This is an optimization exercise on Yosys and OpenROAD, whose aim is small area and a short achievable clock period, not a production implementation.
Only simulation tests tie the RTL to the original design; equivalence was not proved.

==> flow/design.v, too long to show whole: its modules and the start of the top module <==
// module fir_pipe_1: 1143 lines
// module fa3: 4 lines
module fir_pipe_1(
    input clk,
    input reset_p,
    input [15:0]x,
    output [15:0]y
    );
  // ...
==> flow/flow/run.sh <==
#!/bin/bash
# Standard layout flow, with the timing repair steps asked to leave a setup
# margin below the clock period (the constraints themselves are unchanged).
set -euo pipefail
bash standard.sh SETUP_SLACK_MARGIN=${FLOW_MARGIN:-6.9} finish > standard.log 2>&1
==> flow/standard.sh <==
#!/bin/bash
# synth_recipe.tcl (not shown) runs the flow's synth.tcl, then flattens the netlist and writes it again
# the make line also repeats each setting of config.mk as NAME=value (left out here)
make -C /OpenROAD-flow-scripts/flow DESIGN_CONFIG=/design/flow/config.mk WORK_HOME=/design/flow/orfs CLKGATE_MAP_FILE= SYNTH_SCRIPT=/design/flow/synth_recipe.tcl "${@:-finish}"
==> flow/config.mk <==
export PLATFORM = sky130hd
export DESIGN_NAME = fir_pipe_1
export DESIGN_NICKNAME = fir_pipe_1
export VERILOG_FILES = /design/flow/design.v
export SDC_FILE = /design/flow/constraint.sdc
export NUM_CORES = 4
export LEC_CHECK = 0
export CAP_MARGIN = 20
export CORE_MARGIN = 2
export CORE_UTILIZATION = 40
export CTS_BUF_LIST = sky130_fd_sc_hd__clkbuf_8
export SLEW_MARGIN = 20
export SYNTH_HIERARCHICAL = 1
==> flow/constraint.sdc <==
create_clock -name core_clock -period 10.0 [get_ports {clk}]
set_input_delay 2.0000 -clock core_clock [delete_from_list [all_inputs] [get_ports {clk}]]
set_output_delay 2.0000 -clock core_clock [all_outputs]
set_load 0.01 [all_outputs]
==> summary.json, run 1 <==
{
  "finish": {
    "finalNonFillerCells": 2639,
    "multiInputGateArea_mm2": 0.0122,
    "leading_cell_type_in_the_layout_fill_and_taps_excluded": "fa_1"
  },
  "worst_setup_path": {
    "cp-end-kind": "flip-flop",
    "crit_path_top_delay_cell": "fa_1",
    "critical_path.startpoint": "rr[34]",
    "path_depth": 11,
    "worstReg2RegEnd": "y_r[14]",
    "critPathMaxStageDelay_ps": 550,
    "timing.critical_path.to": "y_r[14]",
    "crit_required_ps": 10570
  },
  "drt": {
    "postRouteWirelength_mm": 53.1,
    "dr_wl_met3_mm": 2.78,
    "via_count": 12315,
    "wl_per_cell_um": 20.1,
    "drt_iter0_drc": 660
  },
  "global_route": {
    "grt_pass1_vias": 13969,
    "grt_use_met3_pct": 3.81,
    "grt_pass1_wl_mm": 82.2
  },
  "placed_design": {
    "routability_congestion_estimate_from_global_placement": 0.917,
    "placed_area_mm2": 0.0262
  },
  "clock_tree": {
    "cts.sink_count": 515,
    "cts_hold_buffers": 0,
    "clock_tree.root_cell": "clkbuf_8",
    "number_of_buffers_added_for_setup_after_cts": 52,
    "cts.reportedPaths.clkPinSlew_ps": 60,
    "clock_latency_ps": 700
  },
  "worst_hold_path": {
    "hp-start": "d[2][12]",
    "worstHoldPathType": "reg -> reg"
  },
  "floorplan": {
    "die_area_mm2": 0.0640,
    "die_height_um": 253
  },
  "outcome": {
    "result_of_the_run": "timing/DRC/antenna clean"
  },
  "synth": {
    "synthesized_area_mm2": 0.0248,
    "yosysUniqueCellTypes": 56,
    "synth-main-ff-cell": "dfrtp_1"
  },
  "sta": {
    "timing_worst_slew_pin_value_ps": 820,
    "final_min_period_over_clock_period_pct": 35.1,
    "fin_skew_ps": 28.1,
    "grt_setup_unrepaired": "yes"
  }
}
==> inputs of run 2 (changes only) <==
--- a/flow/design.v
+++ b/flow/design.v
@@ -1,32 +1,35 @@
 `timescale 1ns / 1ps
 module fir_pipe_1(
     input clk,
     input reset_p,
     input [15:0]x,
     output [15:0]y
     );
     reg [15:0] d [1:19];
-    reg [3:0] fill;
+    reg [3:0] fill;        
+    reg y_ok;              
     integer i;
-    always @(posedge clk) begin
-        d[1] <= x;
-        for (i = 2; i <= 8; i = i + 1) d[i] <= d[i-1];
-    end
     always @(posedge clk or posedge reset_p) begin
         if (reset_p) begin
             fill <= 4'd0;
-            for (i = 9; i <= 19; i = i + 1) d[i] <= 16'd0;
+            y_ok <= 1'b0;
+            d[1] <= 16'd0;
         end else begin
-            if (fill != 4'd8) fill <= fill + 4'd1;
-            d[9] <= (fill == 4'd8) ? d[8] : 16'd0;
-            for (i = 10; i <= 19; i = i + 1) d[i] <= d[i-1];
+            if (fill != 4'd11) fill <= fill + 4'd1;
+            y_ok <= (fill == 4'd11);
+            d[1] <= x;
         end
     end
+    always @(posedge clk) begin
+        for (i = 2; i <= 10; i = i + 1) d[i] <= d[i-1];
+        d[11] <= (fill >= 4'd10) ? d[10] : 16'd0;
+        for (i = 12; i <= 19; i = i + 1) d[i] <= d[i-1];
+    end
     reg [16:0] p0;
     reg [16:0] p1;
     reg [16:0] p2;
     reg [16:0] p3;
     reg [16:0] p4;
     wire [16:0] pa0_a = {d[9][15], d[9][15], d[9][14], d[9][13], d[9][12], d[9][11], d[9][10], d[9][9], d[9][8], d[9][7], d[9][6], d[9][5], d[9][4], d[9][3], d[9][2], d[9][1], d[9][0]};
     wire [16:0] pa0_b = {d[19][15], d[19][15], d[19][14], d[19][13], d[19][12], d[19][11], d[19][10], d[19][9], d[19][8], d[19][7], d[19][6], d[19][5], d[19][4], d[19][3], d[19][2], d[19][1], d[19][0]};
     wire [16:0] pa0_g = pa0_a & pa0_b;
@@ -317,24 +320,18 @@
     wire pa4_P24 = pa4_p[10] & pa4_P18;
     wire pa4_G25 = pa4_g[12] | (pa4_p[12] & pa4_G16);
     wire pa4_P25 = pa4_p[12] & pa4_P16;
     wire pa4_G26 = pa4_g[14] | (pa4_p[14] & pa4_G19);
     wire pa4_P26 = pa4_p[14] & pa4_P19;
     wire pa4_G27 = pa4_g[16] | (pa4_p[16] & pa4_G15);
     wire pa4_P27 = pa4_p[16] & pa4_P15;
     wire [16:0] pn4 = {pa4_p[16] ^ pa4_G15, pa4_p[15] ^ pa4_G26, pa4_p[14] ^ pa4_G19, pa4_p[13] ^ pa4_G25, pa4_p[12] ^ pa4_G16, pa4_p[11] ^ pa4_G24, pa4_p[10] ^ pa4_G18, pa4_p[9] ^ pa4_G23, pa4_p[8] ^ pa4_G13, pa4_p[7] ^ pa4_G22, pa4_p[6] ^ pa4_G17, pa4_p[5] ^ pa4_G21, pa4_p[4] ^ pa4_G9, pa4_p[3] ^ pa4_G20, pa4_p[2] ^ pa4_G1, pa4_p[1] ^ pa4_g[0], pa4_p[0]};
-    always @(posedge clk or posedge reset_p) begin
-        if (reset_p) begin
-            p0 <= 17'h0;
-            p1 <= 17'h0;
-            p2 <= 17'h0;
-            p3 <= 17'h0;
-            p4 <= 17'h0;
-        end else begin
+    always @(posedge clk) begin
+        begin
             p0 <= pn0;
             p1 <= pn1;
             p2 <= pn2;
             p3 <= pn3;
             p4 <= pn4;
         end
     end
     wire fs1, fc2;
@@ -1029,19 +1026,17 @@
     wire fs679, fc680;
     fa3 ufs679 (.a(fc662), .b(fs677), .c(fc674), .s(fs679), .co(fc680));
     wire fs681, fc682;
     fa3 ufs681 (.a(p4[16]), .b(d[15][15]), .c(p3[16]), .s(fs681), .co(fc682));
     wire fs683, fc684;
     fa3 ufs683 (.a(fc664), .b(~fs681), .c(fc678), .s(fs683), .co(fc684));
     reg [107:0] rr;
     wire [107:0] rr_d = {fc684, fc682, fc680, fs683, fc676, fs679, fs675, fc670, fs671, fc654, fc668, fs669, fc650, fs667, fc666, fs649, fs665, fc642, fs641, fc638, fc636, fs639, fs637, fc634, fs635, fc632, fc630, fs633, fc628, fs631, fs629, fc626, fs627, fc624, fs625, fs623, fc620, fc622, fs619, fs621, fc618, fc616, fc614, fs617, fs615, fc612, fs613, fc610, fs611, fc608, fs609, fc606, fc604, fs607, fs605, fc602, fs603, fc600, fs601, fc598, fs599, fc596, fs597, fs595, fc594, fc592, fs593, fs591, fc590, fc588, fs589, fc584, fs587, fc586, fc582, fs583, fs585, fc580, fs581, fc578, fs579, fc576, fs577, fc574, fs575, fc572, fs573, fc570, fs571, fc568, fs569, fc566, fs567, fc564, fs565, fs563, fc560, fc562, fs559, fs561, fc558, p1[1], fs557, p1[0], d[15][0], p4[0], p2[0], p1[0]};
-    always @(posedge clk or posedge reset_p)
-        if (reset_p) rr <= 108'h14b8a4140212300030000222400;
-        else rr <= rr_d;
+    always @(posedge clk) rr <= rr_d;
     wire fs685, fc686;
     assign fs685 = rr[2] ^ rr[5];
     assign fc686 = rr[2] & rr[5];
     wire fs687, fc688;
     fa3 ufs687 (.a(rr[7]), .b(rr[8]), .c(rr[9]), .s(fs687), .co(fc688));
     wire fs689, fc690;
     fa3 ufs689 (.a(rr[10]), .b(rr[11]), .c(rr[12]), .s(fs689), .co(fc690));
     wire fs691, fc692;
@@ -1135,14 +1130,14 @@
     fa3 ufs777 (.a(rr[95]), .b(rr[96]), .c(rr[97]), .s(fs777), .co(fc778));
     wire fs779, fc780;
     fa3 ufs779 (.a(~rr[99]), .b(rr[98]), .c(rr[100]), .s(fs779), .co(fc780));
     wire [31:0] fa_ = {1'b0, rr[107], rr[104], rr[102], ~fc780, ~fc778, ~fc776, fc774, fc772, fc770, fc768, fc766, fc764, fc762, fc760, fc758, fc756, fc754, fc752, fc750, fc748, fc746, fc744, fc742, fc740, fc738, fc736, fc734, fc732, fc730, fs729, rr[0]};
     wire [31:0] fb_ = {1'b0, ~rr[106], rr[105], rr[103], rr[101], ~fs779, ~fs777, ~fs775, fs773, fs771, fs769, fs767, fs765, fs763, fs761, fs759, fs757, fs755, fs753, fs751, fs749, fs747, fs745, fs743, fs741, fs739, fs737, fs735, fs733, fs731, fs685, rr[1]};
     wire [31:0] acc = fa_ + fb_ + 32'd2147483648;
     reg [15:0] y_r;
     always @(posedge clk) y_r <= acc[31:16];
-    assign y = y_r;
+    assign y = y_r & {16{y_ok}};
 endmodule
 module fa3(input a, input b, input c, output s, output co);
     assign s = a ^ b ^ c;
     assign co = (a & b) | (a & c) | (b & c);
 endmodule
==> run 2 against run 1 <==
Die area is 7.1% lower; non-clock buffer count down 48; worst setup slack worse by 66 ps; critical endpoint is now y[4]; sequential share of layout area shrank 2.6 points; global-route usage fell by 0.14 points.
==> summary.json, run 2 <==
{
  "worst_setup_path": {
    "startpoint_to_endpoint_class_of_the_critical_path": {"value": "reg -> out", "change": "was reg -> reg"},
    "cp_cell_sequence": {"value": "buf_12 -> and2_4 -> buf_6", "change": "was inv_2 -> fa_1 -> fa_1 -> ha_4 -> a21o_1 -> a31o_1 -> or4_4 -> a21oi_4 -> o311ai_4 -> o31a_4 -> xor2_1"},
    "critical_path.max_fanout": {"value": 8, "change": "was 2"},
    "crit_path_top_delay_cell": {"value": "dfrtp_4", "change": "was fa_1"},
    "critPathMaxStageDelay": {"value": 500, "unit": "ps", "change": "was 550 ps"},
    "crit_arrival": {"value": 1570, "unit": "ps", "change": "was 4080 ps"},
    "crit_required": {"value": 8000, "unit": "ps", "change": "was 10570 ps"},
    "timing.critical_path.from_type": {"value": "flip-flop", "change": "unchanged"},
    "cp-end-kind": {"value": "output pin", "change": "was flip-flop"}
  },
  "drt": {
    "detailedRoute.firstPassIterationCount": {"value": 4, "change": "unchanged"},
    "postRouteWirelength": {"value": 48.8, "unit": "mm", "change": "was 53.1 mm"},
    "drcViolationCount": {"value": 0, "change": "unchanged"},
    "wl_per_cell": {"value": 19.2, "unit": "µm", "change": "was 20.1 µm"},
    "vias_per_cell": {"value": 4.54, "change": "was 4.67"},
    "ant_nets": {"value": 0, "change": "unchanged"},
    "drt_iter0_drc": {"value": 478, "change": "was 660"},
    "via_count": {"value": 11524, "change": "was 12315"}
  },
  "synth": {
    "mapped_nets": {"value": 2101, "change": "was 2106"},
    "synth.yosys.warnings": {"value": 9, "change": "unchanged"},
    "yosysUniqueCellTypes": {"value": 52, "change": "was 56"},
    "yosys.area.top_type": {"value": "dfxtp_1", "change": "was dfrtp_1"},
    "yosysTopAreaCellShare": {"value": 43.1, "unit": "%", "change": "was 35.2%"},
    "post_synth_most_frequent_cells": {"value": "495 x dfxtp_1, 417 x fa_1, 178 x inv_1, 120 x ha_1, 33 x and2_1", "change": "was 417 x fa_1, 349 x dfrtp_1, 196 x inv_1, 144 x dfxtp_1, 120 x ha_1"},
    "async_flop_share": {"value": 4.07, "unit": "%", "change": "was 72.0%"},
    "synthesized_area": {"value": 0.0230, "unit": "mm²", "change": "was 0.0248 mm²"},
    "synth-main-ff-cell": {"value": "dfxtp_1", "change": "was dfrtp_1"},
    "synth_area_per_cell": {"value": 14.9, "unit": "µm²", "change": "was 16.0 µm²"},
    "synth-seq-cells": {"value": 516, "change": "was 515"},
    "synth.most_common_cell": {"value": "dfxtp_1", "change": "was fa_1"},
    "fraction_of_the_yosys_area_taken_by_sequential_cells": {"value": 45.4, "unit": "%", "change": "was 49.2%"},
    "synth_enable_flop_cells": {"value": 0, "change": "unchanged"},
    "gate_count_of_the_mapped_netlist": {"value": 1546, "change": "was 1551"},
    "post_synth_main_area_contributors": {"value": "dfxtp_1 43%, fa_1 36%, ha_1 6.5%", "change": "was dfrtp_1 35%, fa_1 34%, dfxtp_1 12%"}
  },
  "sta": {
    "fin_crit": {"value": 3570, "unit": "ps", "change": "was 3510 ps"},
    "fin_ws": {"value": 6430, "unit": "ps", "change": "was 6490 ps"},
    "totalNegativeSetupSlack": {"value": 0, "unit": "ps", "change": "unchanged"},
    "max_freq": {"value": 280, "unit": "MHz", "change": "was 285 MHz"},
    "timing_worst_slew_pin_value": {"value": 816, "unit": "ps", "change": "was 820 ps"},
    "fin_skew": {"value": 42.2, "unit": "ps", "change": "was 28.1 ps"},
    "setup-violations-final": {"value": 0, "change": "unchanged"},
    "slew_headroom": {"value": 45.5, "unit": "%", "change": "was 45.3%"},
    "timing_hold_violations_final": {"value": 0, "change": "unchanged"},
    "timing.hold.ws": {"value": 314, "unit": "ps", "change": "was 319 ps"},
    "maxSlewViolCount": {"value": 0, "change": "unchanged"},
    "final_min_period_over_clock_period": {"value": 35.7, "unit": "%", "change": "was 35.1%"},
    "grt_setup_unrepaired": {"value": "yes", "change": "unchanged"}
  },
  "clock_tree": {
    "cts_tree": {"value": "built", "change": "unchanged"},
    "cts.sink_count": {"value": 516, "change": "was 515"},
    "clock_latency": {"value": 670, "unit": "ps", "change": "was 700 ps"},
    "number_of_buffers_created_by_cts": {"value": 85, "change": "was 88"},
    "cts_hold_buffers": {"value": 0, "change": "unchanged"},
    "cts.reportedPaths.clkPinSlew": {"value": 60, "unit": "ps", "change": "about the same"},
    "h_tree_depth": {"value": 3, "change": "unchanged"},
    "cts-root-to-sink-buffers": {"value": 3, "change": "unchanged"},
    "clock_tree.root_cell": {"value": "clkbuf_8", "change": "unchanged"}
  },
  "floorplan": {
    "die_height": {"value": 244, "unit": "µm", "change": "was 253 µm"},
    "floorplan.rows": {"value": 87, "change": "was 91"},
    "core_region_area": {"value": 0.0566, "unit": "mm²", "change": "was 0.0615 mm²"},
    "die_width": {"value": 244, "unit": "µm", "change": "was 253 µm"},
    "die_area": {"value": 0.0594, "unit": "mm²", "change": "was 0.0640 mm²"},
    "design.portCount": {"value": 34, "change": "unchanged"},
    "initial_utilization": {"value": 40.6, "unit": "%", "change": "was 40.3%"}
  },
  "placed_design": {
    "routability_congestion_estimate_from_global_placement": {"value": 0.940, "change": "was 0.917"},
    "place_ws": {"value": 6410, "unit": "ps", "change": "was 5770 ps"},
    "dp_hpwl": {"value": 37.1, "unit": "mm", "change": "was 38.8 mm"},
    "placed_area": {"value": 0.0242, "unit": "mm²", "change": "was 0.0262 mm²"},
    "placement.io_buffers": {"value": 33, "change": "unchanged"},
    "dp_cells": {"value": 2331, "change": "was 2380"}
  },
  "finish": {
    "layout-drive-gt1-share": {"value": 20.0, "unit": "%", "change": "was 24.5%"},
    "layout.cell_area.non_filler": {"value": 0.0271, "unit": "mm²", "change": "was 0.0293 mm²"},
    "finalNonFillerCells": {"value": 2539, "change": "was 2639"},
    "layout.nets": {"value": 2270, "change": "was 2329"},
    "layout.filler_cells": {"value": 4973, "change": "was 5304"},
    "leading_cell_type_in_the_layout_fill_and_taps_excluded": {"value": "dfxtp_1", "change": "was fa_1"},
    "layout.cells.most_common_list": {"value": "417 x dfxtp_1, 407 x fa_1, 200 x inv_1", "change": "was 370 x fa_1, 278 x dfrtp_1, 215 x inv_1"},
    "finalCoreUtilization": {"value": 47.9, "unit": "%", "change": "was 47.7%"},
    "number_of_flip_flops_in_the_largest_register": {"value": 304, "change": "unchanged"},
    "layout_top_registers": {"value": "d (304), rr (106)", "change": "unchanged"},
    "area_growth_syn_to_layout": {"value": 18.0, "unit": "%", "change": "was 18.4%"},
    "registers.top_by_ff_count": {"value": "d", "change": "unchanged"}
  },
  "global_route": {
    "antenna_found_initial": {"value": 1, "change": "unchanged"},
    "grt_pass1_vias": {"value": 13365, "change": "was 13969"},
    "grt_pass1_wl": {"value": 77.0, "unit": "mm", "change": "was 82.2 mm"},
    "global_route.usage.total": {"value": 17.5, "unit": "%", "change": "was 17.7%"},
    "largest_net_degree_at_the_start_of_global_routing": {"value": 22, "change": "was 85"},
    "grt.overflow.total": {"value": 0, "change": "unchanged"}
  },
  "worst_hold_path": {
    "worstHoldPathType": {"value": "reg -> reg", "change": "unchanged"}
  },
  "outcome": {
    "result_of_the_run": {"value": "timing/DRC/antenna clean", "change": "unchanged"}
  },
  "job": {
    "max-cap-violations": {"value": 0, "change": "unchanged"}
  }
}
## run 2: cell type report
type	count	area, µm²	share of cell area (%)
Timing Repair Buffer	86	812	2.99
Clock inverter	44	300	1.11
Tap cell	756	946	3.49
Inverter	178	668	2.46
Multi-Input combinational cell	848	12200	45.1
Clock buffer	110	1510	5.58
Sequential cell	516	10700	39.3
Antenna cell	1	2.50	0.00923
## run 2: repair_timing
item | 4_1_cts | 5_1_grt
buffers inserted | 18 | 34
endpoints found under the setup margin | 88 | 63
gates resized for setup | 212 | 76
cloned | 0 | 0
pin swaps | 30 | 43
## run 2: logic make-up after synthesis
logic type	Yosys count	synth area share [%]
multiplexers	3	0.147
adder cells (fa/ha/maj)	537	42.8
XOR/XNOR	49	1.87
AND/OR/NAND/NOR	145	3.46
flip-flops	516	45.4
AO/OA/AOI/OAI	114	3.29
buffers and inverters	182	3.00
## run 2: critical path: cells and delay by family, from the launching register on
kind / cells / cell delay (ps)
flops: 1 / 500
buf+inv: 2 / 270
simple gates: 1 / 140
## run 2: path summary, 6_finish.rpt
path                       startpoint      end  slack (ps)  depth (start not counted)
setup / recovery                 y_ok     y[4]        6430                          3
hold / removal                d[7][0]  d[8][0]         310                          0
setup reg to reg               rr[66]  y_r[15]        6650                         12
hold reg to reg               d[7][0]  d[8][0]         310                          0
max in group asynchronous     reset_p     y_ok        7990                          3
min in group asynchronous     reset_p  d[1][0]        1570                          2
## run 2: routing by layer
layer	track usage (%)	wire length, µm	share of wire, %
met5	0	0	0
met4	7.17	1610	3.3
met3	4.04	2740	5.6
met2	28.4	23100	47
met1	22.7	21300	44
## run 2: modules after synthesis, one instance, submodules excluded
module / area, µm² / copies in the design / cells inside
fir_pipe_1: 15400 / 1 / 1169
fa3: 20.0 / 377 / 1

## afterwards: timing with drivers on the ports
Ports are ideal in the flow. The routed layouts listed here were re-timed in OpenROAD.
Step 1 assumes that a clkbuf_16 drives the clock port and a buf_2 every other input.
Step 2 moves the port delays by t, midway between the first and last clock arrival at a register: inputs arrive t later, outputs are due t later. That takes back most of the time a late clock gives input paths.
a / b / c = ideal ports / drivers / drivers and shift; a / b = the first two.
run	shift t [ns]	slack for setup (ns)	clock arrival spread, ns
run 1	0.740	6.491 / 6.491 / 6.386	0.031 / 0.032
run 2	0.699	6.425 / 6.375 / 6.655	0.043 / 0.042
After both steps setup and hold are still met in every run listed. For run 1, which loses most, drivers alone change the setup slack by 0.000 ns; drivers and shift together by -0.105 ns. The worst setup slack also covers recovery checks on asynchronous resets.
